What follows belongs to an exercise in optimizing a design on an open flow for small area, a short achievable clock period and few clock cycles per item; a production flow would make more cautious choices. Where RTL was checked, it was by simulation tests only, not by an equivalence proof against the original. The RTL of runs 2 to 4 was laid out without a check of its function.

--- design/flow/design.v ---
module bubble_sort_unit(
    input wire       CLK,
    input wire       RST,
    input wire       start_i,
    input wire  [8-1:0] in_data0_i,
    input wire  [8-1:0] in_data1_i,
    input wire  [8-1:0] in_data2_i,
    input wire  [8-1:0] in_data3_i,
    input wire  [8-1:0] in_data4_i,
    input wire  [8-1:0] in_data5_i,
    input wire  [8-1:0] in_data6_i,
    input wire  [8-1:0] in_data7_i,
    input wire  [8-1:0] in_data8_i,
    output wire [8-1:0] out_data0_o,
    output wire [8-1:0] out_data1_o,
    output wire [8-1:0] out_data2_o,
    output wire [8-1:0] out_data3_o,
    output wire [8-1:0] out_data4_o,
    output wire [8-1:0] out_data5_o,
    output wire [8-1:0] out_data6_o,
    output wire [8-1:0] out_data7_o,
    output wire [8-1:0] out_data8_o,
    output reg valid_o
);
    reg     [8-1:0] data0_r, data1_r, data2_r, data3_r, data4_r, data5_r, data6_r, data7_r, data8_r;
    wire    [8-1:0] data0_w, data1_w, data2_w, data3_w, data4_w, data5_w, data6_w, data7_w, data8_w;
    assign data0_w = data0_r;
    assign data1_w = data1_r;
    assign data2_w = data2_r;
    assign data3_w = data3_r;
    assign data4_w = data4_r;
    assign data5_w = data5_r;
    assign data6_w = data6_r;
    assign data7_w = data7_r;
    assign data8_w = data8_r;
    assign out_data0_o = data0_r;
    assign out_data1_o = data1_r;
    assign out_data2_o = data2_r;
    assign out_data3_o = data3_r;
    assign out_data4_o = data4_r;
    assign out_data5_o = data5_r;
    assign out_data6_o = data6_r;
    assign out_data7_o = data7_r;
    assign out_data8_o = data8_r;
    wire [2:0]  count_i_w;
    wire        increment_i_w;
    wire        clear_i_w;
    reg         increment_i_r, clear_i_r;
    assign increment_i_w    = increment_i_r;
    assign clear_i_w        = clear_i_r;
    counter_3_bit counter_i (
        .CLK(CLK),
        .RST(RST),
        .increment_i(increment_i_w),
        .clear_i(clear_i_w),
        .count_o(count_i_w)
    );
    wire [2:0] count_j_w;
    wire increment_j_w;
    wire clear_j_w;
    reg increment_j_r, clear_j_r;
    assign increment_j_w = increment_j_r;
    assign clear_j_w = clear_j_r;
    counter_3_bit counter_j (
        .CLK(CLK),
        .RST(RST),
        .increment_i(increment_j_w),
        .clear_i(clear_j_w),
        .count_o(count_j_w)
    );
    reg [1:0] state_r, next_state_r;
    wire [1:0] state_w, next_state_w;
    assign state_w = state_r;
    assign next_state_w = next_state_r;
    localparam IDLE = 2'b00;
    localparam SORT = 2'b01;
    localparam DONE = 2'b10;
    always @(posedge CLK or negedge RST) begin
        if (!RST) begin
            state_r <= IDLE;
        end else begin
            state_r <= next_state_w;
        end
    end
    always @(state_w or start_i or count_i_w or count_j_w) begin
        case (state_w)
            IDLE: begin
                if (start_i) begin
                    next_state_r = SORT;
                end else begin
                    next_state_r = IDLE;
                end
            end
            SORT: begin
                if ((count_i_w==3'd7) && (count_j_w == 3'd0)) begin
                    next_state_r = DONE;
                end else begin
                    next_state_r = SORT;
                end
            end
            DONE: begin
                if (!start_i) begin
                    next_state_r = IDLE;
                end else begin
                    next_state_r = DONE;
                end
            end
            default: begin
                next_state_r = IDLE;
            end
        endcase
    end
    wire [3:0] last_j_w;
    assign last_j_w = 3'd7 - count_i_w;
    wire swap_w;
    reg  swap_r;
    assign swap_w = swap_r;
    wire init_input_w;
    reg  init_input_r;
    assign init_input_w = init_input_r;
    always @(state_w or count_j_w or last_j_w) begin
        case (state_w)
            IDLE: begin
                valid_o         = 1'b0;
                increment_i_r   = 1'b0;
                increment_j_r   = 1'b0;
                clear_i_r       = 1'b1;
                clear_j_r       = 1'b1;
                swap_r          = 1'b0;
                init_input_r    = 1'b1;
            end
            SORT: begin
                valid_o         = 1'b0;
                swap_r          = 1'b1;
                init_input_r    = 1'b0;
                if (count_j_w == last_j_w) begin
                    increment_i_r   = 1'b1;
                    increment_j_r   = 1'b0;
                    clear_i_r       = 1'b0;
                    clear_j_r       = 1'b1;
                end
                else begin
                    increment_i_r   = 1'b0;
                    increment_j_r   = 1'b1;
                    clear_i_r       = 1'b0;
                    clear_j_r       = 1'b0;
                end
            end
            DONE: begin
                valid_o         = 1'b1;
                init_input_r    = 1'b0;
                increment_i_r   = 1'b0;
                increment_j_r   = 1'b0;
                clear_i_r       = 1'b1;
                clear_j_r       = 1'b1;
                swap_r          = 1'b0;
            end
            default: begin
                valid_o         = 1'b0;
                init_input_r    = 1'b0;
                increment_i_r   = 1'b0;
                increment_j_r   = 1'b0;
                clear_i_r       = 1'b0;
                clear_j_r       = 1'b0;
                swap_r          = 1'b0;
            end
        endcase
    end
    wire [8-1:0] swap_in_j_w, swap_in_j_incr_w;
    assign swap_in_j_w =       (count_j_w == 3'd0) ? data0_w : 
                               (count_j_w == 3'd1) ? data1_w :
                               (count_j_w == 3'd2) ? data2_w :
                               (count_j_w == 3'd3) ? data3_w :
                               (count_j_w == 3'd4) ? data4_w :
                               (count_j_w == 3'd5) ? data5_w :
                               (count_j_w == 3'd6) ? data6_w : 
                                                     data7_w ;
    assign swap_in_j_incr_w =  (count_j_w == 3'd0) ? data1_w : 
                               (count_j_w == 3'd1) ? data2_w :
                               (count_j_w == 3'd2) ? data3_w :
                               (count_j_w == 3'd3) ? data4_w :
                               (count_j_w == 3'd4) ? data5_w :
                               (count_j_w == 3'd5) ? data6_w :
                               (count_j_w == 3'd6) ? data7_w : 
                                                     data8_w ;
    wire [8-1:0] max_w, min_w;
    compare_two compare_i (
        .a_i(swap_in_j_w),
        .b_i(swap_in_j_incr_w),
        .max_o(max_w),
        .min_o(min_w)
    );
    always @(posedge CLK or negedge RST) begin
        if(!RST) begin
            data0_r <= 8'b0;
            data1_r <= 8'b0;
            data2_r <= 8'b0;
            data3_r <= 8'b0;
            data4_r <= 8'b0;
            data5_r <= 8'b0;
            data6_r <= 8'b0;
            data7_r <= 8'b0;
            data8_r <= 8'b0;
        end
        else begin
            if (init_input_w) begin
                data0_r <= in_data0_i;
                data1_r <= in_data1_i;
                data2_r <= in_data2_i;
                data3_r <= in_data3_i;
                data4_r <= in_data4_i;
                data5_r <= in_data5_i;
                data6_r <= in_data6_i;
                data7_r <= in_data7_i;
                data8_r <= in_data8_i;
            end
            else begin
                if(swap_w) begin
                    case (count_j_w)
                        3'd0: begin
                            data0_r <= min_w;
                            data1_r <= max_w;
                            data2_r <= data2_w;
                            data3_r <= data3_w;
                            data4_r <= data4_w;
                            data5_r <= data5_w;
                            data6_r <= data6_w;
                            data7_r <= data7_w;
                            data8_r <= data8_w;
                        end
                        3'd1: begin
                            data0_r <= data0_w;
                            data1_r <= min_w;
                            data2_r <= max_w;
                            data3_r <= data3_w;
                            data4_r <= data4_w;
                            data5_r <= data5_w;
                            data6_r <= data6_w;
                            data7_r <= data7_w;
                            data8_r <= data8_w;
                        end
                        3'd2: begin
                            data0_r <= data0_w;
                            data1_r <= data1_w;
                            data2_r <= min_w;
                            data3_r <= max_w;
                            data4_r <= data4_w;
                            data5_r <= data5_w;
                            data6_r <= data6_w;
                            data7_r <= data7_w;
                            data8_r <= data8_w;
                        end
                        3'd3: begin
                            data0_r <= data0_w;
                            data1_r <= data1_w;
                            data2_r <= data2_w;
                            data3_r <= min_w;
                            data4_r <= max_w;
                            data5_r <= data5_w;
                            data6_r <= data6_w;
                            data7_r <= data7_w;
                            data8_r <= data8_w;
                        end
                        3'd4: begin
                            data0_r <= data0_w;
                            data1_r <= data1_w;
                            data2_r <= data2_w;
                            data3_r <= data3_w;
                            data4_r <= min_w;
                            data5_r <= max_w;
                            data6_r <= data6_w;
                            data7_r <= data7_w;
                            data8_r <= data8_w;
                        end
                        3'd5: begin
                            data0_r <= data0_w;
                            data1_r <= data1_w;
                            data2_r <= data2_w;
                            data3_r <= data3_w;
                            data4_r <= data4_w;
                            data5_r <= min_w;
                            data6_r <= max_w;
                            data7_r <= data7_w;
                            data8_r <= data8_w;
                        end
                        3'd6: begin
                            data0_r <= data0_w;
                            data1_r <= data1_w;
                            data2_r <= data2_w;
                            data3_r <= data3_w;
                            data4_r <= data4_w;
                            data5_r <= data5_w;
                            data6_r <= min_w;
                            data7_r <= max_w;
                            data8_r <= data8_w;
                        end
                        3'd7: begin
                            data0_r <= data0_w;
                            data1_r <= data1_w;
                            data2_r <= data2_w;
                            data3_r <= data3_w;
                            data4_r <= data4_w;
                            data5_r <= data5_w;
                            data6_r <= data6_w;
                            data7_r <= min_w;
                            data8_r <= max_w;
                        end
                        default: begin
                            data0_r <= data0_w;
                            data1_r <= data1_w;
                            data2_r <= data2_w;
                            data3_r <= data3_w;
                            data4_r <= data4_w;
                            data5_r <= data5_w;
                            data6_r <= data6_w;
                            data7_r <= data7_w;
                            data8_r <= data8_w;
                        end
                    endcase
                end
                else begin
                    data0_r <= data0_w;
                    data1_r <= data1_w;
                    data2_r <= data2_w;
                    data3_r <= data3_w;
                    data4_r <= data4_w;
                    data5_r <= data5_w;
                    data6_r <= data6_w;
                    data7_r <= data7_w;
                    data8_r <= data8_w;
                end
            end
        end
    end
endmodule
module compare_two(
    input wire [8-1:0] a_i,
    input wire [8-1:0] b_i,
    output wire [8-1:0] max_o,
    output wire [8-1:0] min_o
);
    assign max_o = (a_i > b_i) ? a_i : b_i;
    assign min_o = (a_i < b_i) ? a_i : b_i;
endmodule
module counter_3_bit(
    input wire CLK,
    input wire RST,
    input wire increment_i,
    input wire clear_i,
    output wire [2:0] count_o
);
    reg [2:0] count_r;
    assign count_o = count_r;
    always @(posedge CLK or negedge RST) begin
        if (!RST) begin
            count_r <= 3'b000;
        end else begin
            if (clear_i) begin
                count_r <= 3'b000;
            end else begin
                if (increment_i) begin
                    count_r <= count_o + 3'b001;
                end
                else begin
                    count_r <= count_o;
                end
            end
        end
    end
endmodule
--- design/flow/run.sh ---
#!/bin/bash
# synth_recipe.tcl (not shown) runs the flow's synth.tcl, then flattens the netlist and writes it again
# the make line also repeats each setting of config.mk as NAME=value (left out here)
make -C /OpenROAD-flow-scripts/flow DESIGN_CONFIG=/design/flow/config.mk WORK_HOME=/design/flow/orfs CLKGATE_MAP_FILE= SYNTH_SCRIPT=/design/flow/synth_recipe.tcl finish
--- design/flow/config.mk ---
export PLATFORM = sky130hd
export DESIGN_NAME = bubble_sort_unit
export DESIGN_NICKNAME = bubble_sort_unit
export VERILOG_FILES = /design/flow/design.v
export SDC_FILE = /design/flow/constraint.sdc
export NUM_CORES = 4
export LEC_CHECK = 0
export CAP_MARGIN = 20
export CORE_MARGIN = 2
export CORE_UTILIZATION = 40
export SLEW_MARGIN = 20
--- design/flow/constraint.sdc ---
create_clock -name core_clock -period 5.0 [get_ports {CLK}]
set_input_delay 1.0000 -clock core_clock [delete_from_list [all_inputs] [get_ports {CLK}]]
set_output_delay 1.0000 -clock core_clock [all_outputs]
set_load 0.01 [all_outputs]
==> impl_metrics.env, run 1 <==
export IMPL_antennaDiodeCount=0
export IMPL_maxCapViolations=0
export IMPL_tritoncts="built"
export IMPL_synth_yosys_seq_area_share_pct=29.4
export IMPL_detail_route_antenna_nets=0
export IMPL_fin_nets=1067
export IMPL_cts_root_buf="clkbuf_16"
export IMPL_stdcell_area_sq_mm=0.00884
export IMPL_grt_pass1_wl_mm=46.2
export IMPL_area_growth_pct=29.9
export IMPL_required_ps=5160
export IMPL_clock_sinks=80
export IMPL_chipWidth_um=134
export IMPL_status="timing/DRC/antenna clean"
export IMPL_dp_hpwl_mm=23.1
export IMPL_slew_headroom_pct=24.5
export IMPL_core_area_sq_mm=0.0166
export IMPL_tns_ps=0
export IMPL_path_clk_slew_ps=70
export IMPL_place_area_sq_mm=0.00852
export IMPL_wl_per_cell_um=25.5
export IMPL_cts_hold_buf=0
export IMPL_wirelength_mm=30.6
export IMPL_cp_end_kind="flip-flop"
export IMPL_crit_chain="inv_1, ha_2, or3_4, o21ai_2, o221ai_1, mux2i_2, inv_2, ha_1, and3_4, a221oi_2, o21a_1, buf_4, nor3_2, nor2_2, a221oi_1"
export IMPL_ioPinCount=148
export IMPL_crit_arrival_ps=4850
export IMPL_place_gp_congestion=0.986
export IMPL_fmax_mhz=214
export IMPL_antenna_found_initial=0
export IMPL_synth_warnings=2
export IMPL_rsz0062_at_grt="no"
export IMPL_slew_violations=0
export IMPL_placed_cells=1184
export IMPL_hold_viol_final=0
export IMPL_cts_htree_levels=3
export IMPL_first_pass_iters=5
export IMPL_setup_viol=0
export IMPL_fin_skew_ps=12.1
export IMPL_synth_edf_count=0
export IMPL_worst_pin_slew_ps=1120
export IMPL_cts_buffer_depth=2
export IMPL_final_cells=1201
export IMPL_utilization_pct=53.3
export IMPL_grt_pass1_vias=7664
export IMPL_synth_ff_type="dfrtp_1"
export IMPL_overflow=0
export IMPL_synth_top_area_cell="dfrtp_1"
export IMPL_drt_initial_drc_count=774
export IMPL_synth_seq_cells=80
export IMPL_drive_gt1_share_pct=12.5
export IMPL_synthArstFlopShare_pct=100
export IMPL_grt_start_max_net_pins=84
export IMPL_dieArea_sq_mm=0.0181
export IMPL_yosys_area_top_type_share_pct=29.4
export IMPL_fin_crit_ps=4680
export IMPL_yosys_top_cells_area="dfrtp_1, a221oi_1, nand2_1"
export IMPL_port_buffers=147
export IMPL_synth_nets=934
export IMPL_critical_path_class="reg2reg"
export IMPL_startpoint_type="flip-flop"
export IMPL_syn_area_sq_mm=0.00680
export IMPL_post_route_period_util_pct=93.6
export IMPL_drcViolationCount=0
export IMPL_vias_per_cell=6.53
export IMPL_rows=47
export IMPL_ys_types=85
export IMPL_syn_inst=843
export IMPL_slowest_stage="or3_4"
export IMPL_clock_latency_ps=360
export IMPL_hold_class="reg2reg"
export IMPL_die_y_um=134
export IMPL_cts_buffers_inserted=9
export IMPL_critPathMaxStageDelay_ps=530
export IMPL_cp_max_fo=24
export IMPL_initial_core_util_pct=41.0
export IMPL_synth_avg_cell_area_sq_um=8.07
export IMPL_route_vias_total=7837
export IMPL_grt_usage_pct=33.9
==> cell usage after synthesis (all sizes together) (3+ instances only) <==
cell / n
a2111oi: 4
a211o: 3
a211oi: 12
a21o: 7
a21oi: 65
a221oi: 45
a22o: 5
a311oi: 6
a31oi: 12
a32o: 5
and2: 5
and3: 12
buf: 39
clkbuf: 26
dfrtp: 80
ha: 16
inv: 35
mux2: 4
mux2i: 11
nand2: 85
nand2b: 23
nand3: 22
nand3b: 11
nand4: 3
nor2: 72
nor2b: 19
nor3: 26
nor3b: 8
nor4: 5
nor4b: 3
o211a: 3
o211ai: 10
o21a: 3
o21ai: 38
o221a: 4
o22a: 4
o22ai: 50
o311ai: 5
o31ai: 15
or2: 8
or3: 7
xnor2: 3
==> layout by cell type, fill, tap and decap left out, drive strengths merged, types with 12 or more instances in the layout <==
cell | netlist | routed
o31ai | 15 | 15
dfrtp | 80 | 80
and3 | 12 | 12
nand2b | 23 | 23
clkdlybuf4s50 | 0 | 146
ha | 16 | 16
a21oi | 65 | 65
a31oi | 12 | 12
o22ai | 50 | 50
inv | 35 | 37
o21ai | 38 | 38
nor2 | 72 | 72
nor3 | 26 | 26
nand3 | 22 | 22
a221oi | 45 | 45
nand2 | 85 | 85
nor2b | 19 | 19
buf | 39 | 41
a211oi | 12 | 12
==> flip-flops by register name, summed over array words and instances (netlist names) <==
| signal | count |
|---|---|
| data2_r | 8 |
| counter_i.count_r | 3 |
| data1_r | 8 |
| data8_r | 8 |
| data5_r | 8 |
| data7_r | 8 |
| data0_r | 8 |
| counter_j.count_r | 3 |
| data6_r | 8 |
| data3_r | 8 |
| state_r | 2 |
| data4_r | 8 |
==> routing by layer <==
layer / track usage (%) / share of wire (%)
met5: 0 / 0
met1: 49.3 / 44
met4: 12.4 / 3.0
met2: 49.7 / 43
met3: 6.42 / 9.9
==> cell type report <==
type                    instances  area (sq um)
repair buffers                187          1780
clock inverters                 6          51.3
clock buffers                  10           239
well taps                     220           275
multi-input cells             663          4360
flip-flops and latches         80          2000
inverters                      35           131
fillers                      1610          7750
==> per-stage QoR <==
stage | hold WS (ps) | setup WS [ps]
after global routing | 595 | 3.73
after CTS | 558 | 144
after floorplan | 491 | 1110
after global placement | 535 | 383
final | 562 | 318
after detailed placement | 549 | 187
==> kinds of logic after synthesis <==
kind of cell,share of synthesized area (%)
mux,2.57
compound gates,33.9
flops,29.4
simple gates,23.8
fa+ha+maj,2.94
xor+xnor,0.386
buf+inv,6.97
==> what timing repair did <==
action	in CTS	in global routing
setup buffers	0	1
endpoints found under the setup margin	0	18
resized for setup	0	5
==> path summary, 6_finish.rpt <==
check | slack [ps] | endpoint | cells past startpoint | startpoint
worst min-delay path | 560 | counter_i.count_r[0] | 1 | counter_i.count_r[0]
worst min register to register | 560 | counter_i.count_r[0] | 1 | counter_i.count_r[0]
max in group asynchronous | 3390 | counter_j.count_r[2] | 2 | RST
min in group asynchronous | 620 | data8_r[6] | 1 | RST
worst max-delay path | 320 | data4_r[3] | 15 | counter_j.count_r[0]
worst max register to register | 320 | data4_r[3] | 15 | counter_j.count_r[0]
==> critical path: cells and delay by family, from the launching register on <==
kind	cells	cell delay, ps
AND/OR/NAND/NOR	4	1160
flip-flops	1	500
buffers and inverters	3	610
AO/OA/AOI/OAI	5	1180
multiplexers	1	320
adder cells (fa/ha/maj)	2	720
Testbench counts, summed over its fixed seeds: cycles 93,592, items 2,400.
==> run 2, diff against run 1 <==
==> design/flow/design.v (replaced) <==
module bubble_sort_unit(
    input wire       CLK,
    input wire       RST,
    input wire       start_i,
    input wire  [8-1:0] in_data0_i,
    input wire  [8-1:0] in_data1_i,
    input wire  [8-1:0] in_data2_i,
    input wire  [8-1:0] in_data3_i,
    input wire  [8-1:0] in_data4_i,
    input wire  [8-1:0] in_data5_i,
    input wire  [8-1:0] in_data6_i,
    input wire  [8-1:0] in_data7_i,
    input wire  [8-1:0] in_data8_i,
    output wire [8-1:0] out_data0_o,
    output wire [8-1:0] out_data1_o,
    output wire [8-1:0] out_data2_o,
    output wire [8-1:0] out_data3_o,
    output wire [8-1:0] out_data4_o,
    output wire [8-1:0] out_data5_o,
    output wire [8-1:0] out_data6_o,
    output wire [8-1:0] out_data7_o,
    output wire [8-1:0] out_data8_o,
    output wire valid_o
);
    localparam W = 8;
    localparam IDLE = 2'd0;
    localparam SORT = 2'd1;
    localparam DONE = 2'd2;
    reg [1:0] state_r;
    reg [1:0] pass_r;
    reg [W-1:0] d_r [0:8];
    wire load_w = (state_r == IDLE);
    wire [W-1:0] in_w [0:8];
    assign in_w[0] = in_data0_i;
    assign in_w[1] = in_data1_i;
    assign in_w[2] = in_data2_i;
    assign in_w[3] = in_data3_i;
    assign in_w[4] = in_data4_i;
    assign in_w[5] = in_data5_i;
    assign in_w[6] = in_data6_i;
    assign in_w[7] = in_data7_i;
    assign in_w[8] = in_data8_i;
    wire [W-1:0] a_w [0:8];
    wire [W-1:0] m_w [0:8];
    wire [W-1:0] b_w [0:8];
    wire [3:0]   swap_b_w;
    genvar i;
    generate
        for (i = 0; i < 8; i = i + 2) begin : layer_a
            wire s = d_r[i] > d_r[i+1];
            assign a_w[i]   = s ? d_r[i+1] : d_r[i];
            assign a_w[i+1] = s ? d_r[i]   : d_r[i+1];
        end
        assign a_w[8] = d_r[8];
        for (i = 0; i < 9; i = i + 1) begin : sel
            assign m_w[i] = load_w ? in_w[i] : a_w[i];
        end
        assign b_w[0] = m_w[0];
        for (i = 1; i < 9; i = i + 2) begin : layer_b
            wire s = m_w[i] > m_w[i+1];
            assign swap_b_w[i/2] = s;
            assign b_w[i]   = s ? m_w[i+1] : m_w[i];
            assign b_w[i+1] = s ? m_w[i]   : m_w[i+1];
        end
        for (i = 0; i < 9; i = i + 1) begin : regs
            always @(posedge CLK) d_r[i] <= b_w[i];
        end
    endgenerate
    wire sorted_w = ~|swap_b_w;
    always @(posedge CLK or negedge RST) begin
        if (!RST) begin
            state_r <= IDLE;
            pass_r  <= 2'd0;
        end else begin
            case (state_r)
                IDLE: begin
                    pass_r <= 2'd0;
                    if (start_i) state_r <= SORT;
                end
                SORT: begin
                    pass_r <= pass_r + 2'd1;
                    if (sorted_w || pass_r == 2'd3) state_r <= DONE;
                end
                default: begin
                    if (!start_i) state_r <= IDLE;
                end
            endcase
        end
    end
    assign valid_o = (state_r == DONE);
    assign out_data0_o = d_r[0];
    assign out_data1_o = d_r[1];
    assign out_data2_o = d_r[2];
    assign out_data3_o = d_r[3];
    assign out_data4_o = d_r[4];
    assign out_data5_o = d_r[5];
    assign out_data6_o = d_r[6];
    assign out_data7_o = d_r[7];
    assign out_data8_o = d_r[8];
endmodule
==> impl_metrics.env, run 2 <==
export IMPL_status="timing/DRC/antenna clean"
export IMPL_holdPathStages=1
export IMPL_port_buffers=147
export IMPL_cts_root_buf="clkbuf_16"
export IMPL_route_vias_total=6093
export IMPL_cts_buffer_depth=2
export IMPL_hold_end="pass_r[0]"
export IMPL_slew_headroom_pct=41.5
export IMPL_antenna_found_initial=0
export IMPL_required_ps=5230
export IMPL_fin_nets=988
export IMPL_synthArstFlopShare_pct=5.26
export IMPL_core_area_sq_mm=0.0151
export IMPL_startpoint_type="flip-flop"
export IMPL_hold_class="reg2reg"
export IMPL_critPathMaxStageDelay_ps=500
export IMPL_place_area_sq_mm=0.00774
export IMPL_clock_sinks=76
export IMPL_grt_usage_pct=23.0
export IMPL_holdWs_ps=503
export IMPL_cts_buffers_inserted=9
export IMPL_post_cts_buffers=0
export IMPL_utilization_pct=53.1
export IMPL_area_growth_pct=30.7
export IMPL_detail_route_antenna_nets=0
export IMPL_synth_yosys_seq_area_share_pct=26.3
export IMPL_maxCapViolations=0
export IMPL_rows=45
export IMPL_worst_pin_slew_ps=878
export IMPL_largest_register="d_r"
export IMPL_fin_skew_ps=8.15
export IMPL_first_pass_iters=5
export IMPL_hold_start="pass_r[0]"
export IMPL_synth_top_area_cell="dfxtp_1"
export IMPL_path_clk_slew_ps=60
export IMPL_synth_simple_area_share_pct=15.6
export IMPL_slowest_stage="a221oi_1"
export IMPL_synth_ff_type="dfxtp_1"
export IMPL_grt_pass1_wl_mm=30.3
export IMPL_slew_violations=0
export IMPL_mostFrequentLayoutCell="clkdlybuf4s50_1"
export IMPL_wl_per_cell_um=18.1
export IMPL_synth_nets=858
export IMPL_syn_inst=718
export IMPL_dieArea_sq_mm=0.0164
export IMPL_synth_avg_cell_area_sq_um=8.58
export IMPL_synth_seq_cells=76
export IMPL_drive_gt1_share_pct=12.7
export IMPL_critical_path_class="reg2reg"
export IMPL_chipWidth_um=128
export IMPL_grt_pass1_vias=6016
export IMPL_r2r_end="d_r[4][5]"
export IMPL_synth_most_common_cell="nor2_1"
export IMPL_fmax_mhz=225
export IMPL_post_route_period_util_pct=88.9
export IMPL_drt_initial_drc_count=330
export IMPL_largest_reg_flops=72
export IMPL_setup_viol=0
export IMPL_crit_arrival_ps=4670
export IMPL_cts_hold_buf=0
export IMPL_ys_types=64
export IMPL_drcViolationCount=0
export IMPL_synthTopCellsByCount="nor2_1, ha_1, dfxtp_1"
export IMPL_rsz0062_at_grt="no"
export IMPL_die_y_um=128
export IMPL_yosys_area_share_xor_xnor_pct=0
export IMPL_hold_viol_final=0
export IMPL_tritoncts="built"
export IMPL_nFillCells=1370
export IMPL_dp_hpwl_mm=14.6
export IMPL_initial_core_util_pct=40.7
export IMPL_cp_end_kind="flip-flop"
export IMPL_cts_htree_levels=3
export IMPL_r2r_slack_ps=560
export IMPL_tns_ps=0
export IMPL_layout_common_cells="clkdlybuf4s50_1, nor2_1, ha_1"
export IMPL_place_gp_congestion=0.881
export IMPL_ioPinCount=148
export IMPL_wirelength_mm=18.8
export IMPL_yosys_top_cells_area="dfxtp_1, ha_1, mux2_2"
export IMPL_syn_area_sq_mm=0.00616
export IMPL_synth_warnings=2
export IMPL_fin_crit_ps=4440
export IMPL_worstRegToRegCells=16
export IMPL_crit_chain="inv_1, ha_1, o21ai_0, a21oi_1, o21a_2, o21a_1, a221oi_1, nor2_1, ha_1, and4b_1, a211oi_1, o221ai_1, o21ai_1, buf_4, o21ai_0, o32ai_1"
export IMPL_rr_startpoint="d_r[3][2]"
export IMPL_reg_largest_list="d_r x72, pass_r x2, state_r x2"
export IMPL_vias_per_cell=5.85
export IMPL_muxShareOfSynthArea_pct=5.41
export IMPL_clock_latency_ps=350
export IMPL_synth_top_family_by_area="compound AO/OA/AOI/OAI gates"
export IMPL_synthAdderAreaFrac_pct=13.2
export IMPL_stdcell_area_sq_mm=0.00805
export IMPL_synth_compound_area_share_pct=32.8
export IMPL_overflow=0
export IMPL_synth_edf_count=8
export IMPL_grt_start_max_net_pins=34
export IMPL_yosys_area_top_type_share_pct=20.8
export IMPL_cts_resized=0
export IMPL_antennaDiodeCount=0
export IMPL_cp_max_fo=24
==> run 2: cell types whose count changed after synthesis, sizes merged, moves of 15 or more <==
cell | previous run | this run
a21o | 7 | 28
a21oi | 65 | 27
a221oi | 45 | 23
dfrtp | 80 | 4
dfxtp | 0 | 64
ha | 16 | 65
inv | 35 | 50
mux2 | 4 | 26
nand2 | 85 | 44
nand2b | 23 | 2
nor3 | 26 | 8
o21ai | 38 | 63
o22ai | 50 | 28
o32ai | 0 | 21
==> run 2: area by class of cell <==
class	instances	area (sq um)	share of cell area, %
clock buffers	11	253	3.14
clock inverters	5	50.0	0.622
inverters	50	188	2.33
multi-input cells	552	4140	51.4
flip-flops and latches	76	1620	20.2
well taps	188	235	2.92
repair buffers	159	1560	19.4
==> run 2: worst max-delay path: cells and delay by family (launching register included) <==
family | cells | cell delay (ps)
AO/OA/AOI/OAI | 10 | 2500
adder cells (fa/ha/maj) | 2 | 640
buffers and inverters | 2 | 440
flip-flops | 1 | 420
AND/OR/NAND/NOR | 2 | 310
==> run 2: cells by family after synthesis <==
kind of cell,Yosys count
AOI/OAI and AO/OA,264
and+or+nand+nor,193
buffers and inverters,90
DFF,76
adders and majority gates,65
muxes,30
==> run 2: how the worst max path moves through the flow <==
stage                         start   endpoint  slack [ps]  depth (start not counted)
after floorplan           d_r[3][2]  d_r[3][0]        1400                         17
after global placement    d_r[3][2]  d_r[4][5]         720                         16
after detailed placement  d_r[5][5]  d_r[4][5]         590                         15
after CTS                 d_r[5][5]  d_r[4][5]         560                         15
after global routing      d_r[5][5]  d_r[6][5]         230                         14
final                     d_r[3][2]  d_r[4][5]         560                         16
==> run 2: layer usage <==
metal / vias to the layer above / part of all wire, % / GRT usage [%]
li1: 2979 / - / -
met1: 2891 / 45 / 29.6
met2: 188 / 47 / 37.9
met3: 35 / 5.4 / 5.43
met4: 0 / 2.6 / 8.08
met5: - / 0 / 0
==> run 2: through the flow <==
step / instances / worst slack (ps)
final: 1041 / 555
after global placement: 1025 / 724
after detailed placement: 1025 / 594
after floorplan: 718 / 1400
after global routing: 1041 / 232
after CTS: 1041 / 563
==> run 3, diff against run 2 <==
--- a/design/flow/design.v
+++ b/design/flow/design.v
@@ -44,10 +44,29 @@
     wire [W-1:0] m_w [0:8];
     wire [W-1:0] b_w [0:8];
     wire [3:0]   swap_b_w;
+    function automatic gt8(input [7:0] a, input [7:0] b);
+        reg [7:0] g1, e1;
+        reg [3:0] g2, e2;
+        reg [1:0] g3, e3;
+        integer n;
+        begin
+            g1 = a & ~b;
+            e1 = ~(a ^ b);
+            for (n = 0; n < 4; n = n + 1) begin
+                g2[n] = g1[2*n+1] | (e1[2*n+1] & g1[2*n]);
+                e2[n] = e1[2*n+1] & e1[2*n];
+            end
+            for (n = 0; n < 2; n = n + 1) begin
+                g3[n] = g2[2*n+1] | (e2[2*n+1] & g2[2*n]);
+                e3[n] = e2[2*n+1] & e2[2*n];
+            end
+            gt8 = g3[1] | (e3[1] & g3[0]);
+        end
+    endfunction
     genvar i;
     generate
         for (i = 0; i < 8; i = i + 2) begin : layer_a
-            wire s = d_r[i] > d_r[i+1];
+            wire s = gt8(d_r[i], d_r[i+1]);
             assign a_w[i]   = s ? d_r[i+1] : d_r[i];
             assign a_w[i+1] = s ? d_r[i]   : d_r[i+1];
         end
@@ -57,7 +76,7 @@
         end
         assign b_w[0] = m_w[0];
         for (i = 1; i < 9; i = i + 2) begin : layer_b
-            wire s = m_w[i] > m_w[i+1];
+            wire s = gt8(m_w[i], m_w[i+1]);
             assign swap_b_w[i/2] = s;
             assign b_w[i]   = s ? m_w[i+1] : m_w[i];
             assign b_w[i+1] = s ? m_w[i]   : m_w[i+1];
==> design/flow/flow/run.sh (new file) <==
#!/bin/bash
# The standard layout, with the port buffers made from the smallest buffer cell.
set -euo pipefail
bash standard.sh 'BUFFER_PORTS_ARGS=-buffer_cell sky130_fd_sc_hd__buf_1' finish > standard_flow.log 2>&1
==> design/flow/standard.sh (new file) <==
#!/bin/bash
# synth_recipe.tcl (not shown) runs the flow's synth.tcl, then flattens the netlist and writes it again
# the make line also repeats each setting of config.mk as NAME=value (left out here)
make -C /OpenROAD-flow-scripts/flow DESIGN_CONFIG=/design/flow/config.mk WORK_HOME=/design/flow/orfs CLKGATE_MAP_FILE= SYNTH_SCRIPT=/design/flow/synth_recipe.tcl "${@:-finish}"
removed: design/flow/run.sh
==> impl_metrics.env, run 3 <==
export IMPL_first_pass_iters=4
export IMPL_tritoncts="built"
export IMPL_placed_cells=915
export IMPL_rr_startpoint="d_r[5][3]"
export IMPL_initial_core_util_pct=41.2
export IMPL_synth_edf_count=8
export IMPL_slowest_stage="a21oi_4"
export IMPL_grt_usage_pct=20.4
export IMPL_worstRegToRegCells=17
export IMPL_utilization_pct=49.8
export IMPL_core_area_sq_mm=0.0127
export IMPL_crit_chain="inv_1, ha_1, or3_1, a31oi_1, o21ai_1, a21oi_4, mux2i_1, o21ai_0, ha_1, a21o_1, a21oi_1, nor2_1, nor2_1, nand2_1, a21oi_1, a41oi_2, a31o_1"
export IMPL_synthTopCellsByCount="nand2_1, o21ai_0, mux2i_1"
export IMPL_hold_viol_final=0
export IMPL_setup_viol=0
export IMPL_multi_input_area_sq_mm=0.00329
export IMPL_layout_common_cells="buf_1, nand2_1, o21ai_0"
export IMPL_drive_gt1_share_pct=6.59
export IMPL_critPathMaxStageDelay_ps=570
export IMPL_startpoint_type="flip-flop"
export IMPL_area_growth_pct=20.7
export IMPL_synth_most_common_cell="nand2_1"
export IMPL_grt_start_max_net_pins=58
export IMPL_ys_types=51
export IMPL_chipWidth_um=119
export IMPL_post_cts_buffers=0
export IMPL_yosys_area_top_type_share_pct=24.4
export IMPL_ioPinCount=148
export IMPL_cts_htree_levels=3
export IMPL_drt_initial_drc_count=180
export IMPL_clock_sinks=76
export IMPL_required_ps=5230
export IMPL_register_area_sq_mm=0.00162
export IMPL_largest_reg_flops=72
export IMPL_slew_headroom_pct=53.6
export IMPL_dp_hpwl_mm=11.3
export IMPL_overflow=0
export IMPL_cts_buffers_inserted=9
export IMPL_rows=41
export IMPL_port_buffers=147
export IMPL_wirelength_mm=14.1
export IMPL_drcViolationCount=0
export IMPL_reg_largest_list="d_r x72, pass_r x2, state_r x2"
export IMPL_nFillCells=1294
export IMPL_synth_avg_cell_area_sq_um=8.52
export IMPL_route_vias_total=4777
export IMPL_syn_area_sq_mm=0.00525
export IMPL_post_route_period_util_pct=87.2
export IMPL_cp_end_kind="flip-flop"
export IMPL_stdcell_area_sq_mm=0.00633
export IMPL_status="timing/DRC/antenna clean"
export IMPL_critical_path_class="reg2reg"
export IMPL_synth_yosys_seq_area_share_pct=30.9
export IMPL_final_cells=931
export IMPL_fmax_mhz=229
export IMPL_rsz0062_at_grt="no"
export IMPL_cp_max_fo=16
export IMPL_worst_pin_slew_ps=695
export IMPL_tns_ps=0
export IMPL_largest_register="d_r"
export IMPL_synthArstFlopShare_pct=5.26
export IMPL_fin_nets=886
export IMPL_grt_pass1_vias=4826
export IMPL_grt_pass1_wl_mm=23.3
export IMPL_clock_latency_ps=340
export IMPL_place_gp_congestion=0.868
export IMPL_dieArea_sq_mm=0.0141
export IMPL_cp_startpoint="d_r[5][3]"
export IMPL_yosys_top_cells_area="dfxtp_1, mux2i_1, ha_1"
export IMPL_hold_class="in2async"
export IMPL_slew_violations=0
export IMPL_synth_warnings=2
export IMPL_synth_ff_type="dfxtp_1"
export IMPL_synth_top_area_cell="dfxtp_1"
export IMPL_crit_arrival_ps=4590
export IMPL_cts_resized=0
export IMPL_place_area_sq_mm=0.00597
export IMPL_antenna_found_initial=0
export IMPL_antennaDiodeCount=0
export IMPL_detail_route_antenna_nets=0
export IMPL_mostFrequentLayoutCell="buf_1"
export IMPL_fin_skew_ps=9.02
export IMPL_fin_crit_ps=4360
export IMPL_die_y_um=119
export IMPL_cts_buffer_depth=2
export IMPL_cts_root_buf="clkbuf_16"
export IMPL_synth_seq_cells=76
export IMPL_vias_per_cell=5.13
export IMPL_path_clk_slew_ps=70
export IMPL_syn_inst=616
export IMPL_cts_hold_buf=0
export IMPL_maxCapViolations=0
export IMPL_wl_per_cell_um=15.2
export IMPL_synth_nets=748
## run 3: logic make-up after synthesis
family	Yosys count	synth area share, %
buf+inv	89	6.63
simple gates	144	12.3
compound gates	155	17.5
fa+ha+maj	57	13.6
flops	76	30.9
mux	95	19.1
## run 3: metrics by stage
stage | hold WS [ps] | setup slack, ps
5_1_grt | 485 | 217
2_1_floorplan | 457 | 921
4_1_cts | 483 | 652
6_report | 487 | 642
3_5_place_dp | 496 | 670
3_3_place_gp | 480 | 781
## run 3: metal layers
metal	routed length [um]	GRT usage, %	vias up
li1	-	-	2437
met1	6490	25.5	2188
met2	6540	34.4	134
met3	862	5.50	18
met4	216	5.43	0
met5	0	0	-
## run 3: final timing paths
path,slack (ps),end
worst min-delay path,490,pass_r[0]
worst max register to register,640,state_r[0]
worst min register to register,500,pass_r[0]
max in group asynchronous,4310,state_r[1]
min in group core_clock,500,pass_r[0]
worst max-delay path,640,state_r[0]
## run 3: final cells by class
cell class / instances / share of cell area (%)
Clock inverter: 4 / 1.17
Multi-Input combinational cell: 451 / 51.9
Timing Repair Buffer: 154 / 9.74
Clock buffer: 12 / 4.56
Inverter: 62 / 3.67
Tap cell: 172 / 3.40
Sequential cell: 76 / 25.6
## run 3: critical path, delay by kind of cell, from the launching register on
family,cells,cell delay [ps]
compound gates,9,2550
simple gates,4,600
fa+ha+maj,2,500
flops,1,360
mux,1,170
buf+inv,1,60
==> run 4, diff against run 3 <==
--- a/design/flow/config.mk
+++ b/design/flow/config.mk
@@ -8,4 +8,5 @@
 export CAP_MARGIN = 20
 export CORE_MARGIN = 2
 export CORE_UTILIZATION = 40
+export SETUP_SLACK_MARGIN = 2.0
 export SLEW_MARGIN = 20
==> impl_metrics.env, run 4 <==
export IMPL_status="timing/DRC/antenna clean"
export IMPL_wirelength_mm=17.1
export IMPL_setup_viol=0
export IMPL_cts_buffers_inserted=9
export IMPL_synth_yosys_seq_area_share_pct=30.9
export IMPL_yosys_area_top_type_share_pct=24.4
export IMPL_crit_chain="inv_2, ha_4, or3_4, a31oi_4, o21ai_2, a21oi_4, buf_12, mux2i_4, o21ai_2, ha_1, nand4_1, nor2_4, o211ai_1, mux2i_2, buf_4, a21o_4, mux2_4"
export IMPL_tns_ps=0
export IMPL_dp_hpwl_mm=11.2
export IMPL_yosys_top_cells_area="dfxtp_1, mux2i_1, ha_1"
export IMPL_die_y_um=119
export IMPL_cts_htree_levels=3
export IMPL_mostFrequentLayoutCell="buf_1"
export IMPL_dieArea_sq_mm=0.0141
export IMPL_clock_latency_ps=350
export IMPL_synth_ff_type="dfxtp_1"
export IMPL_final_cells=1022
export IMPL_slew_violations=0
export IMPL_reg_largest_list="d_r x72, pass_r x2, state_r x2"
export IMPL_antenna_found_initial=0
export IMPL_synth_edf_count=8
export IMPL_r2r_slack_ps=1390
export IMPL_largest_reg_flops=72
export IMPL_critical_path_class="reg2reg"
export IMPL_layout_common_cells="buf_1, nand2_1, mux2i_1"
export IMPL_holdWs_ps=481
export IMPL_worstRegToRegCells=17
export IMPL_initial_core_util_pct=41.2
export IMPL_first_pass_iters=4
export IMPL_area_growth_pct=51.3
export IMPL_critPathMaxStageDelay_ps=390
export IMPL_cts_root_buf="clkbuf_16"
export IMPL_syn_area_sq_mm=0.00525
export IMPL_slowest_stage="or3_4"
export IMPL_cts_hold_buf=0
export IMPL_placed_cells=915
export IMPL_r2r_end="d_r[5][1]"
export IMPL_hold_viol_final=0
export IMPL_synth_seq_cells=76
export IMPL_fmax_mhz=277
export IMPL_path_clk_slew_ps=60
export IMPL_synth_top_area_cell="dfxtp_1"
export IMPL_worst_path_most_repeated_cell="o21ai_2"
export IMPL_grt_start_max_net_pins=60
export IMPL_synth_nets=748
export IMPL_antennaDiodeCount=0
export IMPL_post_route_period_util_pct=72.2
export IMPL_fin_crit_ps=3610
export IMPL_ioPinCount=148
export IMPL_ys_types=51
export IMPL_grt_pass1_vias=5395
export IMPL_rows=41
export IMPL_maxCapViolations=0
export IMPL_core_area_sq_mm=0.0127
export IMPL_synthTopCellsByCount="nand2_1, o21ai_0, mux2i_1"
export IMPL_rr_startpoint="d_r[5][1]"
export IMPL_required_ps=5230
export IMPL_hold_class="in2async"
export IMPL_synth_most_common_cell="nand2_1"
export IMPL_drive_gt1_share_pct=32.1
export IMPL_wl_per_cell_um=16.7
export IMPL_syn_inst=616
export IMPL_grt_usage_pct=23.1
export IMPL_cp_end_kind="flip-flop"
export IMPL_drcViolationCount=0
export IMPL_fin_nets=977
export IMPL_worst_pin_slew_ps=815
export IMPL_cp_max_fo=8
export IMPL_startpoint_type="flip-flop"
export IMPL_largest_register="d_r"
export IMPL_overflow=0
export IMPL_synthArstFlopShare_pct=5.26
export IMPL_place_gp_congestion=0.859
export IMPL_nFillCells=1129
export IMPL_critPathCapture="d_r[5][1]"
export IMPL_port_buffers=147
export IMPL_cp_startpoint="d_r[5][1]"
export IMPL_chipWidth_um=119
export IMPL_synth_avg_cell_area_sq_um=8.52
export IMPL_fin_skew_ps=6.60
export IMPL_utilization_pct=62.4
export IMPL_slew_headroom_pct=45.7
export IMPL_cts_buffer_depth=2
export IMPL_drt_initial_drc_count=213
export IMPL_vias_per_cell=5.26
export IMPL_rsz0062_at_grt="yes"
export IMPL_crit_arrival_ps=3840
export IMPL_detail_route_antenna_nets=0
export IMPL_tritoncts="built"
export IMPL_route_vias_total=5373
export IMPL_setup_slack_ps=1390
export IMPL_clock_sinks=76
export IMPL_dp_slack_ps=737
export IMPL_synth_warnings=2
export IMPL_grt_pass1_wl_mm=26.3
==> run 4: cell counts after synthesis <==
No cell type changed its count.
==> run 4: critical path: cells and delay by family, from the launching register on <==
family / cells / cell delay (ps)
muxes: 3 / 740
adders and majority gates: 2 / 460
AOI/OAI and AO/OA: 6 / 860
buffers and inverters: 3 / 370
and+or+nand+nor: 3 / 710
DFF: 1 / 350
==> run 4: timing repair <==
action / in CTS / in global routing
pin swaps: 41 / 34
cloned: 5 / 1
gates resized for setup: 129 / 86
endpoints found under the setup margin: 66 / 66
setup buffers: 66 / 19
==> run 4: layout make-up <==
| cell class | count | area (sq um) | share of cell area, % |
|---|---|---|---|
| clock inverter | 6 | 111 | 1.40 |
| timing repair buffer | 242 | 1470 | 18.5 |
| sequential | 76 | 1670 | 21.0 |
| multi-input combinational | 454 | 4010 | 50.5 |
| inverter | 62 | 235 | 2.96 |
| clock buffer | 10 | 229 | 2.88 |
| tap | 172 | 215 | 2.71 |
==> run 4: cells by family after synthesis <==
kind of cell	after synthesis	share of synthesized area [%]
flops	76	30.9
mux	95	19.1
buf+inv	89	6.63
fa+ha+maj	57	13.6
simple gates	144	12.3
compound gates	155	17.5
==> run 4: worst min-delay path by stage <==
stage	slack, ps	start	end	cells past startpoint
2_1_floorplan	460	pass_r[1]	pass_r[1]	2
3_3_place_gp	470	pass_r[1]	pass_r[1]	2
3_5_place_dp	490	pass_r[1]	pass_r[1]	2
4_1_cts	480	RST	pass_r[1]	1
5_1_grt	500	RST	pass_r[1]	1
6_report	480	RST	pass_r[1]	1
==> run 4: routing by layer <==
layer	vias up	routed length [um]	global-route usage, %
met5	-	0	0
met4	0	418	10.3
met3	36	977	4.97
met2	154	8610	40.3
met1	2534	7050	27.1
li1	2649	-	-
==> run 4: metrics by stage <==
stage	instance area, sq um
finish	7940
global route	7940
CTS	7440
detailed placement	6110
global placement	6110
floorplan	5460
==> run 5, diff against run 4 <==
==> design/flow/design.v (replaced) <==
module bubble_sort_unit(
    input wire       CLK,
    input wire       RST,
    input wire       start_i,
    input wire  [8-1:0] in_data0_i,
    input wire  [8-1:0] in_data1_i,
    input wire  [8-1:0] in_data2_i,
    input wire  [8-1:0] in_data3_i,
    input wire  [8-1:0] in_data4_i,
    input wire  [8-1:0] in_data5_i,
    input wire  [8-1:0] in_data6_i,
    input wire  [8-1:0] in_data7_i,
    input wire  [8-1:0] in_data8_i,
    output wire [8-1:0] out_data0_o,
    output wire [8-1:0] out_data1_o,
    output wire [8-1:0] out_data2_o,
    output wire [8-1:0] out_data3_o,
    output wire [8-1:0] out_data4_o,
    output wire [8-1:0] out_data5_o,
    output wire [8-1:0] out_data6_o,
    output wire [8-1:0] out_data7_o,
    output wire [8-1:0] out_data8_o,
    output wire valid_o
);
    localparam W = 8;
    localparam IDLE = 2'd0;
    localparam SORT = 2'd1;
    localparam DONE = 2'd2;
    reg [1:0] state_r;
    reg       phase_r;
    reg [W-1:0] d_r [0:8];
    wire load_w = (state_r == IDLE);
    wire [W-1:0] in_w [0:8];
    assign in_w[0] = in_data0_i;
    assign in_w[1] = in_data1_i;
    assign in_w[2] = in_data2_i;
    assign in_w[3] = in_data3_i;
    assign in_w[4] = in_data4_i;
    assign in_w[5] = in_data5_i;
    assign in_w[6] = in_data6_i;
    assign in_w[7] = in_data7_i;
    assign in_w[8] = in_data8_i;
    wire [7:0] gt_w;
    wire [8:0] take_r_w, take_l_w;
    genvar i;
    generate
        for (i = 0; i < 8; i = i + 1) begin : cmp
            assign gt_w[i] = d_r[i] > d_r[i+1];
            assign take_r_w[i]   = gt_w[i] & (phase_r == i[0]);
            assign take_l_w[i+1] = gt_w[i] & (phase_r == i[0]);
        end
        assign take_r_w[8] = 1'b0;
        assign take_l_w[0] = 1'b0;
        for (i = 0; i < 9; i = i + 1) begin : regs
            always @(posedge CLK) begin
                if (load_w)
                    d_r[i] <= in_w[i];
                else if (take_r_w[i])
                    d_r[i] <= d_r[(i+1) % 9];
                else if (take_l_w[i])
                    d_r[i] <= d_r[(i+8) % 9];
            end
        end
    endgenerate
    wire sorted_w = ~|gt_w;
    always @(posedge CLK or negedge RST) begin
        if (!RST) begin
            state_r <= IDLE;
            phase_r <= 1'b0;
        end else begin
            case (state_r)
                IDLE: begin
                    phase_r <= 1'b0;
                    if (start_i) state_r <= SORT;
                end
                SORT: begin
                    phase_r <= ~phase_r;
                    if (sorted_w) state_r <= DONE;
                end
                default: begin
                    if (!start_i) state_r <= IDLE;
                end
            endcase
        end
    end
    assign valid_o = (state_r == DONE);
    assign out_data0_o = d_r[0];
    assign out_data1_o = d_r[1];
    assign out_data2_o = d_r[2];
    assign out_data3_o = d_r[3];
    assign out_data4_o = d_r[4];
    assign out_data5_o = d_r[5];
    assign out_data6_o = d_r[6];
    assign out_data7_o = d_r[7];
    assign out_data8_o = d_r[8];
endmodule
==> design/flow/run.sh (new file) <==
#!/bin/bash
# synth_recipe.tcl (not shown) runs the flow's synth.tcl, then flattens the netlist and writes it again
# the make line also repeats each setting of config.mk as NAME=value (left out here)
make -C /OpenROAD-flow-scripts/flow DESIGN_CONFIG=/design/flow/config.mk WORK_HOME=/design/flow/orfs CLKGATE_MAP_FILE= SYNTH_SCRIPT=/design/flow/synth_recipe.tcl finish
--- a/design/flow/config.mk
+++ b/design/flow/config.mk
@@ -8,5 +8,4 @@
 export CAP_MARGIN = 20
 export CORE_MARGIN = 2
 export CORE_UTILIZATION = 40
-export SETUP_SLACK_MARGIN = 2.0
 export SLEW_MARGIN = 20
removed: design/flow/flow/run.sh
removed: design/flow/standard.sh
==> impl_metrics.env, run 5 <==
export IMPL_status="timing/DRC/antenna clean"
export IMPL_wl_met3_mm=1.00
export IMPL_tns_ps=0
export IMPL_synth_simple_area_share_pct=11.1
export IMPL_dp_hpwl_mm=12.6
export IMPL_synth_ff_type="edfxtp_1"
export IMPL_antenna_found_initial=0
export IMPL_grt_pass1_wl_mm=25.8
export IMPL_startpoint_type="flip-flop"
export IMPL_maxCapViolations=0
export IMPL_hold_start="state_r[1]"
export IMPL_initial_core_util_pct=40.5
export IMPL_r2r_slack_ps=2070
export IMPL_dieArea_sq_mm=0.0142
export IMPL_layout_common_cells="clkdlybuf4s50_1, edfxtp_1, inv_1"
export IMPL_first_pass_iters=4
export IMPL_muxShareOfSynthArea_pct=10.6
export IMPL_r2r_end="d_r[6][5]"
export IMPL_worst_pin_slew_ps=1060
export IMPL_ioPinCount=148
export IMPL_grt_start_max_net_pins=97
export IMPL_path_clk_slew_ps=60
export IMPL_post_cts_buffers=0
export IMPL_cts_htree_levels=3
export IMPL_synth_top_family_by_area="adder cells"
export IMPL_critical_path_class="reg2reg"
export IMPL_slew_headroom_pct=29.4
export IMPL_largest_reg_flops=72
export IMPL_ys_types=28
export IMPL_cts_resized=0
export IMPL_hold_viol_final=0
export IMPL_drt_initial_drc_count=252
export IMPL_slew_violations=0
export IMPL_wl_met1_mm=7.17
export IMPL_stdcell_area_sq_mm=0.00727
export IMPL_setup_viol=0
export IMPL_synthTopCellsByCount="edfxtp_1, inv_1, ha_1"
export IMPL_cts_hold_buf=0
export IMPL_hold_class="reg2reg"
export IMPL_synth_most_common_cell="edfxtp_1"
export IMPL_place_gp_congestion=0.827
export IMPL_synth_warnings=2
export IMPL_wl_per_cell_um=18.6
export IMPL_cts_buffers_inserted=9
export IMPL_vias_per_cell=5.31
export IMPL_hold_end="state_r[1]"
export IMPL_detail_route_antenna_nets=0
export IMPL_worstRegToRegCells=7
export IMPL_synthAdderAreaFrac_pct=15.3
export IMPL_post_route_period_util_pct=58.6
export IMPL_holdPathStages=2
export IMPL_required_ps=5000
export IMPL_overflow=0
export IMPL_fmax_mhz=341
export IMPL_rsz0062_at_grt="no"
export IMPL_die_y_um=119
export IMPL_reg_largest_list="d_r x72, state_r x2, phase_r x1"
export IMPL_synth_yosys_seq_area_share_pct=42.2
export IMPL_syn_inst=551
export IMPL_tritoncts="built"
export IMPL_fin_skew_ps=8.57
export IMPL_synth_avg_cell_area_sq_um=9.61
export IMPL_port_buffers=147
export IMPL_drcViolationCount=0
export IMPL_yosys_area_share_xor_xnor_pct=0
export IMPL_cp_max_fo=10
export IMPL_mostFrequentLayoutCell="clkdlybuf4s50_1"
export IMPL_chipWidth_um=119
export IMPL_fin_nets=832
export IMPL_met2_length_mm=7.81
export IMPL_cts_buffer_depth=2
export IMPL_cts_root_buf="clkbuf_16"
export IMPL_synth_seq_cells=75
export IMPL_core_area_sq_mm=0.0131
export IMPL_cp_end_kind="flip-flop"
export IMPL_syn_area_sq_mm=0.00530
export IMPL_drive_gt1_share_pct=4.58
export IMPL_clock_sinks=75
export IMPL_area_growth_pct=37.2
export IMPL_nFillCells=1141
export IMPL_rows=42
export IMPL_place_area_sq_mm=0.00693
export IMPL_route_vias_total=4637
export IMPL_wirelength_mm=16.3
export IMPL_synth_top_area_cell="edfxtp_1"
export IMPL_rr_startpoint="d_r[6][1]"
export IMPL_crit_arrival_ps=2930
export IMPL_grt_pass1_vias=4700
export IMPL_synth_compound_area_share_pct=13.9
export IMPL_top_layer="met4"
export IMPL_synth_nets=690
export IMPL_fin_crit_ps=2930
export IMPL_grt_usage_pct=23.7
export IMPL_antennaDiodeCount=0
export IMPL_yosys_area_top_type_share_pct=40.8
export IMPL_holdWs_ps=594
export IMPL_clock_latency_ps=350
export IMPL_yosys_top_cells_area="edfxtp_1, ha_1, mux2i_1"
export IMPL_synth_edf_count=72
export IMPL_largest_register="d_r"
export IMPL_synthArstFlopShare_pct=4.00
==> run 5: worst max-delay path: stages (launching register included) <==
cell and delay [ps]:
edfxtp_1 480, inv_1 80, ha_1 290, nor2b_1 120, o211ai_1 80, a21o_1 190, a211oi_2 860, or3_1 480
==> run 5: how the worst max path moves through the flow <==
| stage | endpoint | depth (start not counted) | slack (ps) | startpoint |
|---|---|---|---|---|
| floorplan | d_r[1][0] | 8 | 2470 | d_r[1][1] |
| global placement | d_r[3][4] | 6 | 1940 | d_r[2][1] |
| detailed placement | d_r[3][0] | 6 | 1830 | d_r[2][1] |
| CTS | d_r[3][0] | 6 | 1820 | d_r[2][1] |
| global route | d_r[6][5] | 7 | 1910 | d_r[6][1] |
| finish | d_r[6][5] | 7 | 2070 | d_r[6][1] |
==> run 5: area by class of cell <==
class | count | area [sq um] | share of cell area (%)
clock buffers | 9 | 225 | 3.10
clock inverters | 7 | 92.6 | 1.27
inverters | 68 | 255 | 3.51
multi-input cells | 385 | 2710 | 37.3
flip-flops and latches | 75 | 2240 | 30.8
well taps | 176 | 220 | 3.03
repair buffers | 154 | 1520 | 21.0
==> run 5: kinds of logic after synthesis <==
group | Yosys count
buf+inv | 91
flops | 75
compound gates | 135
simple gates | 129
fa+ha+maj | 65
mux | 56
==> run 5: metal layers <==
metal / global-route usage, % / vias to the layer above
met4: 8.26 / 0
met5: 0 / -
met3: 5.36 / 17
li1: - / 2261
met2: 38.5 / 141
met1: 31.1 / 2218
==> run 5: through the flow <==
stage	instances	utilization [%]	worst slack (ps)
after floorplan	551	-	2470
after global placement	856	53.0	1940
after detailed placement	856	53.0	1830
after CTS	872	55.4	1820
after global routing	874	55.5	1910
final	874	55.5	2070
Testbench counts of run 5, summed over its fixed seeds: cycles 26,749, items 2,400.
==> run 6, diff against run 5 <==
--- a/design/flow/config.mk
+++ b/design/flow/config.mk
@@ -5,7 +5,9 @@
 export SDC_FILE = /design/flow/constraint.sdc
 export NUM_CORES = 4
 export LEC_CHECK = 0
+export ABC_CLOCK_PERIOD_IN_PS = 2000
 export CAP_MARGIN = 20
 export CORE_MARGIN = 2
 export CORE_UTILIZATION = 40
+export SETUP_SLACK_MARGIN = 3.0
 export SLEW_MARGIN = 20
==> impl_metrics.env, run 6 <==
export IMPL_synth_most_common_cell="edfxtp_1"
export IMPL_path_clk_slew_ps=60
export IMPL_cts_buffer_depth=2
export IMPL_ioPinCount=148
export IMPL_place_area_sq_mm=0.00700
export IMPL_drt_initial_drc_count=416
export IMPL_rsz0062_at_grt="yes"
export IMPL_place_gp_congestion=0.868
export IMPL_drive_gt1_share_pct=39.4
export IMPL_fmax_mhz=418
export IMPL_tns_ps=0
export IMPL_core_area_sq_mm=0.0131
export IMPL_worstRegToRegCells=9
export IMPL_dp_slack_ps=1950
export IMPL_fin_skew_ps=5.97
export IMPL_synth_edf_count=72
export IMPL_status="timing/DRC/antenna clean"
export IMPL_cts_htree_levels=3
export IMPL_grt_usage_pct=27.0
export IMPL_cp_top_family="compound AO/OA/AOI/OAI gates"
export IMPL_crit_arrival_ps=2470
export IMPL_required_ps=5070
export IMPL_dieArea_sq_mm=0.0142
export IMPL_grt_pass1_vias=5448
export IMPL_cp_max_fo=6
export IMPL_critical_path_class="reg2reg"
export IMPL_r2r_slack_ps=2610
export IMPL_tritoncts="built"
export IMPL_rr_startpoint="d_r[7][1]"
export IMPL_hold_end="state_r[1]"
export IMPL_wl_per_cell_um=19.2
export IMPL_grt_start_max_net_pins=38
export IMPL_drcViolationCount=0
export IMPL_syn_inst=551
export IMPL_setup_viol=0
export IMPL_layout_common_cells="buf_4, buf_6, clkdlybuf4s50_1"
export IMPL_clock_sinks=75
export IMPL_stdcell_area_sq_mm=0.00927
export IMPL_crit_chain="inv_2, ha_4, nor2b_4, o211ai_1, a21o_1, a211oi_4, buf_6, mux2i_1, a21oi_1"
export IMPL_largest_reg_flops=72
export IMPL_cp_end_kind="flip-flop"
export IMPL_area_growth_pct=74.9
export IMPL_die_y_um=119
export IMPL_slew_headroom_pct=30.4
export IMPL_detail_route_antenna_nets=0
export IMPL_maxCapViolations=0
export IMPL_mostFrequentLayoutCell="buf_4"
export IMPL_antennaDiodeCount=0
export IMPL_synthArstFlopShare_pct=4.00
export IMPL_nFillCells=944
export IMPL_fin_nets=1016
export IMPL_port_buffers=147
export IMPL_wirelength_mm=20.3
export IMPL_worst_pin_slew_ps=1040
export IMPL_fin_crit_ps=2390
export IMPL_utilization_pct=70.8
export IMPL_first_pass_iters=5
export IMPL_cts_buffers_inserted=9
export IMPL_reg_largest_list="d_r x72, state_r x2, phase_r x1"
export IMPL_synth_seq_cells=75
export IMPL_r2r_end="d_r[6][1]"
export IMPL_synth_nets=690
export IMPL_holdPathStages=3
export IMPL_startpoint_type="flip-flop"
export IMPL_chipWidth_um=119
export IMPL_antenna_found_initial=0
export IMPL_vias_per_cell=5.27
export IMPL_synth_ff_type="edfxtp_1"
export IMPL_slowest_stage="edfxtp_1"
export IMPL_synth_warnings=2
export IMPL_initial_core_util_pct=40.5
export IMPL_clock_latency_ps=350
export IMPL_cts_root_buf="clkbuf_16"
export IMPL_rows=42
export IMPL_critPathMaxStageDelay_ps=500
export IMPL_synth_top_area_cell="edfxtp_1"
export IMPL_yosys_top_cells_area="edfxtp_1, ha_1, mux2i_1"
export IMPL_hold_class="reg2reg"
export IMPL_route_vias_total=5566
export IMPL_hold_viol_final=0
export IMPL_synthTopCellsByCount="edfxtp_1, inv_1, ha_1"
export IMPL_grt_pass1_wl_mm=29.4
export IMPL_synth_yosys_seq_area_share_pct=42.2
export IMPL_setup_slack_ps=2610
export IMPL_largest_register="d_r"
export IMPL_ys_types=28
export IMPL_hold_start="state_r[1]"
export IMPL_overflow=0
export IMPL_slew_violations=0
export IMPL_synth_avg_cell_area_sq_um=9.61
export IMPL_post_route_period_util_pct=47.9
export IMPL_dp_hpwl_mm=12.7
export IMPL_syn_area_sq_mm=0.00530
export IMPL_yosys_area_top_type_share_pct=40.8
export IMPL_cp_num_buf_inv=2
[run 6: cell counts after synthesis]
Identical to the previous run, type by type.
[run 6: worst register-to-register path, cell delays in order (launching register included)]
cell,delay [ps]
edfxtp_1,500
inv_2,110
ha_4,280
nor2b_4,120
o211ai_1,90
a21o_1,220
a211oi_4,310
buf_6,190
mux2i_1,220
a21oi_1,90
[run 6: how the worst max path moves through the flow]
stage	from	endpoint	slack (ps)	cells past startpoint
final	d_r[7][1]	d_r[6][1]	2610	9
after global routing	d_r[5][1]	d_r[5][5]	2540	9
after CTS	d_r[5][1]	d_r[5][5]	2690	9
after detailed placement	d_r[4][1]	d_r[3][2]	1950	7
after global placement	d_r[4][1]	d_r[3][2]	2060	7
after floorplan	d_r[7][1]	d_r[6][0]	2900	8
[run 6: metrics by stage]
stage          hold WS, ps  instances
5_1_grt                701       1057
3_5_place_dp           565        856
3_3_place_gp           570        856
4_1_cts                620       1024
6_report               676       1057
2_1_floorplan          481        551
[run 6: routing by layer]
metal,share of wire (%),GRT usage (%)
met1,43,35.6
met3,6.2,4.93
met5,0,0
met4,2.6,8.56
met2,48,44.9
[run 6: final cells by class]
type	instances	area [sq um]	share of cell area, %
Tap cell	176	220	2.38
Clock buffer	12	236	2.55
Inverter	68	258	2.78
Multi-Input combinational cell	386	3190	34.4
Clock inverter	3	63.8	0.689
Timing Repair Buffer	337	3060	33.0
Sequential cell	75	2240	24.2
[run 6: cells by family after synthesis]
family,share of synthesized area (%)
AOI/OAI and AO/OA,13.9
adders and majority gates,15.3
buffers and inverters,6.94
DFF,42.2
muxes,10.6
and+or+nand+nor,11.1
[run 6: what timing repair did]
item,CTS,global route
gates resized for setup,377,105
hold buffers,0,0
endpoints found under the setup margin,203,193
buffers inserted,151,33
pin swaps,21,30
gates cloned,2,0

## port drivers added, routing unchanged
No port has a modelled driver above. Below, the same layouts with a new extraction and two added sets of constraints. Step 1: set_driving_cell puts a clkbuf_16 on CLK and a buf_2 on each other input, an assumption about the parent block. Step 2 also shifts input and output timing later by t, the mid clock arrival at the registers, as if the neighbouring blocks saw the same clock. Slacks: ideal / step 1 / step 2; pairs: ideal / step 1.
run | shift t [ns] | setup slack, ns | hold slack, ns | pins driven straight from the clock port
run 1 | 0.401 | 0.318 / 0.318 / 0.318 | 0.562 / 0.562 / 0.562 | 1
run 2 | 0.388 | 0.555 / 0.555 / 0.555 | 0.503 / 0.503 / 0.503 | 1
run 3 | 0.372 | 0.642 / 0.642 / 0.642 | 0.487 / 0.493 / 0.504 | 1
run 4 | 0.383 | 1.388 / 1.388 / 1.388 | 0.481 / 0.478 / 0.509 | 1
run 5 | 0.384 | 2.072 / 2.072 / 2.072 | 0.594 / 0.594 / 0.594 | 1
run 6 | 0.384 | 2.607 / 2.607 / 2.607 | 0.676 / 0.676 / 0.676 | 1
After both steps setup and hold are still met in every run listed.
